Background: an optimization exercise with open tools, aiming at small area. Do not read the settings as production practice.
Where RTL was checked, it was by simulation tests only, not by an equivalence proof against the original.
Power and IR drop assume default switching activity.

==> flow/design.v <==
module baud_rate_generator (
    input  clk, rst,
    output tick
    );
    reg [1:0] a;    
    reg [2:0] b;    
    reg [4:0] c;    
    always @(posedge clk or posedge rst) begin
        if (rst) begin
            a <= 2'b0;
            b <= 3'b0;
            c <= 5'b0;
        end else begin
            a <= {a[0],   ~(a[1] ^ a[0])};
            b <= {b[1:0], ~(b[2] ^ b[1])};
            c <= {c[3:0], ~(c[4] ^ c[2])};
        end
    end
    assign tick = a[1] & b[2] & ~b[1] & ~b[0] &
                  c[4] & ~c[3] & ~c[2] & ~c[1] & ~c[0];
endmodule
module uart_transmitter (
    input        clk, rst,
    input        tx_start,
    input        sample_tick,
    input  [7:0] data_in,
    input        data_inv,
    output       tx_done,
    output       tx_data
    );
    reg [3:0] p;
    reg [3:0] tc;
    reg       tx_reg;
    wire busy = p[3] | p[2];
    wire [7:0] cnt_next = {p, tc} + {7'd0, sample_tick};
    assign tx_done = sample_tick & (&{p, tc});
    always @(posedge clk or posedge rst)
        if (rst) p <= 4'd0;
        else if (!busy) p <= {1'b0, tx_start, tx_start, 1'b0};
        else p <= cnt_next[7:4];
    always @(posedge clk)
        if (!busy) tc <= 4'd0;
        else tc <= cnt_next[3:0];
    reg dbit;
    always @(*)
        case (p[2:0])
            3'd7: dbit = data_in[0];
            3'd0: dbit = data_in[1];
            3'd1: dbit = data_in[2];
            3'd2: dbit = data_in[3];
            3'd3: dbit = data_in[4];
            3'd4: dbit = data_in[5];
            3'd5: dbit = data_in[6];
            default: dbit = data_in[7];
        endcase
    reg tx_next;
    always @(*)
        case (p)
            4'd6:  tx_next = 1'b0;
            4'd7, 4'd8, 4'd9, 4'd10, 4'd11, 4'd12, 4'd13, 4'd14:
                   tx_next = dbit ^ data_inv;
            default: tx_next = 1'b1;
        endcase
    always @(posedge clk or posedge rst)
        if (rst) tx_reg <= 1'b1;
        else tx_reg <= tx_next;
    assign tx_data = tx_reg;
endmodule
module uart_receiver (
    input        clk, rst,
    input        rx_data,
    input        sample_tick,
    output       shift,
    output       data_ready
    );
    reg [3:0] p;
    reg [3:0] tc;
    wire busy    = p[3] | p[2];
    wire bit_end = sample_tick & (&tc);
    wire [7:0] cnt_next = {p, tc} + {7'd0, sample_tick};
    assign data_ready = bit_end & (&p);
    always @(posedge clk or posedge rst)
        if (rst) p <= 4'd0;
        else if (!busy) p <= {1'b0, ~rx_data, ~rx_data, 1'b0};
        else p <= cnt_next[7:4];
    always @(posedge clk)
        if (!busy) tc <= {~rx_data, 3'b0};
        else tc <= cnt_next[3:0];
    assign shift = bit_end;
endmodule
module fifo_tx_ctl (
    input         clk, rst,
    input         wr,
    input         pop,
    output [15:0] ld, keep,
    output        empty, full
    );
    reg  [15:0] v;
    genvar i;
    generate
        for (i = 0; i < 16; i = i + 1) begin : g
            if (i == 0) begin : b0
                assign keep[0] = v[0];
            end else begin : bn
                assign keep[i] = v[i] & keep[i-1];
            end
            assign ld[i] = ~keep[i];
            if (i == 15) begin : top
                always @(posedge clk or posedge rst)
                    if (rst) v[15] <= 1'b0;
                    else v[15] <= wr | keep[15];
            end else if (i == 0) begin : bot
                always @(posedge clk or posedge rst)
                    if (rst) v[0] <= 1'b0;
                    else v[0] <= v[0] ? ~pop : v[1];
            end else begin : mid
                always @(posedge clk or posedge rst)
                    if (rst) v[i] <= 1'b0;
                    else v[i] <= v[i+1] | keep[i];
            end
        end
    endgenerate
    assign full  = keep[15];
    assign empty = ~|v;
endmodule
module fifo_rx_ctl (
    input         clk, rst,
    input         wr,
    input         rd,
    output [15:0] ld, keep,
    output        empty, full
    );
    reg  [4:0] c;
    assign empty = (c == 5'd0);
    assign full  = c[4];
    wire pop  = rd & ~empty;
    wire push = wr & ~full;
    wire up = push & ~pop;
    wire dn = pop & ~push;
    wire [4:0] ones, zeros;
    assign ones[0] = 1'b1;
    assign zeros[0] = 1'b1;
    genvar k;
    generate
        for (k = 1; k < 5; k = k + 1) begin : t
            assign ones[k]  = ones[k-1] & c[k-1];
            assign zeros[k] = zeros[k-1] & ~c[k-1];
        end
    endgenerate
    always @(posedge clk or posedge rst)
        if (rst) c <= 5'd0;
        else c <= c ^ (({5{up}} & ones) | ({5{dn}} & zeros));
    wire [3:0] lt_hi, eq_hi, le_lo;
    genvar i;
    generate
        for (i = 0; i < 4; i = i + 1) begin : d
            assign lt_hi[i] = pop | (~c[4] & (c[3:2] < i));
            assign eq_hi[i] = ~c[4] & (c[3:2] == i);
            assign le_lo[i] = (c[1:0] <= i);
        end
        for (i = 0; i < 16; i = i + 1) begin : g
            assign ld[i] = lt_hi[i/4] | (eq_hi[i/4] & le_lo[i%4]);
            assign keep[i] = ~ld[i];
        end
    endgenerate
endmodule
module fifo_rows (
    input  [32:0]  take, keep,
    input  [263:0] src, q,
    output [263:0] d
    );
    genvar r;
    generate
        for (r = 0; r < 33; r = r + 1) begin : row
            assign d[8*r +: 8] = ~((src[8*r +: 8] | {8{keep[r]}}) & (q[8*r +: 8] | {8{take[r]}}));
        end
    endgenerate
endmodule
module uart_top (
    input        clk, rst,
    input        read_uart, write_uart,
    input        rx_data_in,
    input  [7:0] write_data,
    output       rx_full, rx_empty, tx_full,
    output       tx_data_out,
    output [7:0] read_data
    );
    wire        tick;
    wire        rx_done, tx_done, rx_shift;
    wire        tx_empty;
    wire [15:0] tx_ld, rx_ld, tx_keep, rx_keep;
    reg  [127:0] tx_mem, rx_mem;
    reg  [7:0]   sr;
    reg          ph;
    wire [127:0] tx_next, rx_next;
    wire [7:0]   sr_next;
    always @(posedge clk or posedge rst)
        if (rst) ph <= 1'b0;
        else ph <= ~ph;
    baud_rate_generator baud_rate_gen_module (.clk(clk), .rst(rst), .tick(tick));
    uart_transmitter uart_tx_module (.clk(clk), .rst(rst), .tx_start(~tx_empty),
        .sample_tick(tick), .data_in(tx_mem[7:0]), .data_inv(ph), .tx_done(tx_done),
        .tx_data(tx_data_out));
    uart_receiver uart_rx_module (.clk(clk), .rst(rst), .rx_data(rx_data_in),
        .sample_tick(tick), .shift(rx_shift), .data_ready(rx_done));
    fifo_tx_ctl fifo_tx_module (.clk(clk), .rst(rst), .wr(write_uart), .pop(tx_done),
        .ld(tx_ld), .keep(tx_keep), .empty(tx_empty), .full(tx_full));
    fifo_rx_ctl fifo_rx_module (.clk(clk), .rst(rst), .wr(rx_done), .rd(read_uart),
        .ld(rx_ld), .keep(rx_keep), .empty(rx_empty), .full(rx_full));
    fifo_rows rows (.take({rx_shift, rx_ld, tx_ld}), .keep({~rx_shift, rx_keep, tx_keep}),
        .src({rx_data_in ^ ph, sr[7:1], sr, rx_mem[127:8], write_data ^ {8{ph}}, tx_mem[127:8]}),
        .q({sr, rx_mem, tx_mem}), .d({sr_next, rx_next, tx_next}));
    always @(posedge clk) begin
        tx_mem <= tx_next;
        rx_mem <= rx_next;
        sr     <= sr_next;
    end
    assign read_data = rx_mem[7:0] ^ {8{ph}};
endmodule
clock: 10.0 ns
lec_check: 0
cap_margin: 20
core_margin: 2
core_utilization: 70
place_density: 0.8
slew_margin: 20
synth_hierarchical: 1
synth_minimum_keep_size: 400
standard.sh (not shown) runs the stock make flow with config.mk's settings and CLKGATE_MAP_FILE= SYNTH_SCRIPT=/design/flow/synth_recipe.tcl, a recipe that flattens the netlist after the stock synthesis.
==> flow/flow/run.sh <==
#!/bin/bash
# Standard ORFS layout (standard synthesis unchanged), with two changes:
#  - clock tree: sink clusters of up to 20 driven by clkbuf_8, no dummy loads
#  - port buffers: the smallest buffer (buf_1) instead of the default
set -euo pipefail
export CTS_ARGS="-sink_clustering_enable -repair_clock_nets -dont_use_dummy_load -buf_list sky130_fd_sc_hd__clkbuf_8 -sink_clustering_size 20 -sink_clustering_max_diameter 70"
export BUFFER_PORTS_ARGS="-buffer_cell sky130_fd_sc_hd__buf_1"
bash standard.sh finish > layout.log 2>&1
Change:
--- a/flow/design.v
+++ b/flow/design.v
@@ -36,7 +36,10 @@
     assign tx_done = sample_tick & (&{p, tc});
     always @(posedge clk or posedge rst)
-        if (rst) p <= 4'd0;
-        else if (!busy) p <= {1'b0, tx_start, tx_start, 1'b0};
-        else p <= cnt_next[7:4];
+        if (rst) p[3:2] <= 2'd0;
+        else if (!busy) p[3:2] <= {1'b0, tx_start};
+        else p[3:2] <= cnt_next[7:6];
+    always @(posedge clk)
+        if (!busy) p[1:0] <= {tx_start, 1'b0};
+        else p[1:0] <= cnt_next[5:4];
     always @(posedge clk)
         if (!busy) tc <= 4'd0;
@@ -81,7 +84,10 @@
     assign data_ready = bit_end & (&p);
     always @(posedge clk or posedge rst)
-        if (rst) p <= 4'd0;
-        else if (!busy) p <= {1'b0, ~rx_data, ~rx_data, 1'b0};
-        else p <= cnt_next[7:4];
+        if (rst) p[3:2] <= 2'd0;
+        else if (!busy) p[3:2] <= {1'b0, ~rx_data};
+        else p[3:2] <= cnt_next[7:6];
+    always @(posedge clk)
+        if (!busy) p[1:0] <= {~rx_data, 1'b0};
+        else p[1:0] <= cnt_next[5:4];
     always @(posedge clk)
         if (!busy) tc <= {~rx_data, 3'b0};
@@ -97,21 +103,19 @@
     );
     reg  [15:0] v;
+    wire [15:0] hole;    
     genvar i;
     generate
         for (i = 0; i < 16; i = i + 1) begin : g
             if (i == 0) begin : b0
-                assign keep[0] = v[0];
+                assign hole[0] = ~v[0];
             end else begin : bn
-                assign keep[i] = v[i] & keep[i-1];
+                assign hole[i] = ~v[i] | hole[i-1];
             end
-            assign ld[i] = ~keep[i];
+            assign ld[i] = hole[i] | pop;
+            assign keep[i] = v[i] & ~((i == 0) ? pop : ld[i-1]);
             if (i == 15) begin : top
                 always @(posedge clk or posedge rst)
                     if (rst) v[15] <= 1'b0;
-                    else v[15] <= wr | keep[15];
-            end else if (i == 0) begin : bot
-                always @(posedge clk or posedge rst)
-                    if (rst) v[0] <= 1'b0;
-                    else v[0] <= v[0] ? ~pop : v[1];
+                    else v[15] <= (wr & hole[15]) | keep[15];
             end else begin : mid
                 always @(posedge clk or posedge rst)
@@ -121,5 +125,5 @@
         end
     endgenerate
-    assign full  = keep[15];
+    assign full  = ~hole[15];
     assign empty = ~|v;
 endmodule
Outcome: The changed run ran to the end with no violations; fmax increases by about 34%; die area increases by 1.2%; sequential power hardly moves; wire length increases by 6.1%; non-clock buffer count increases by 1; count of clock-buffer cells in the layout is unchanged; setup slack gains 1400 ps; synthesized cell count increases by about 3%; final area increases by 1.3%; global-route usage increases by 0.33 points.
For the second run of this note, only the layout was checked, not whether the RTL still works.

[afterwards: timing with drivers on the ports]
The flow's constraints put no driver on any port. The routed layouts listed below were extracted and timed again, unchanged, in two steps.
Step 1, drivers: a clkbuf_16 drives clk and a buf_2 each remaining input, both assumed.
Step 2 also shifts input and output timing later by t, the mid clock arrival at the registers, as if the neighbouring blocks saw the same clock.
Three values: no drivers, after step 1, after step 2; two values: the first two.
| run | t, ns | setup WS [ns] | worst register clock-pin slew, ns |
|---|---|---|---|
| the first run | 0.547 | 4.467 / 4.428 / 4.976 | 0.11 / 0.11 |
| the second run | 0.556 | 5.877 / 5.837 / 5.836 | 0.12 / 0.12 |
After both steps setup and hold are still met in every run listed. For the second run, which loses most, drivers alone change the setup slack by -0.040 ns; drivers and shift together by -0.041 ns.
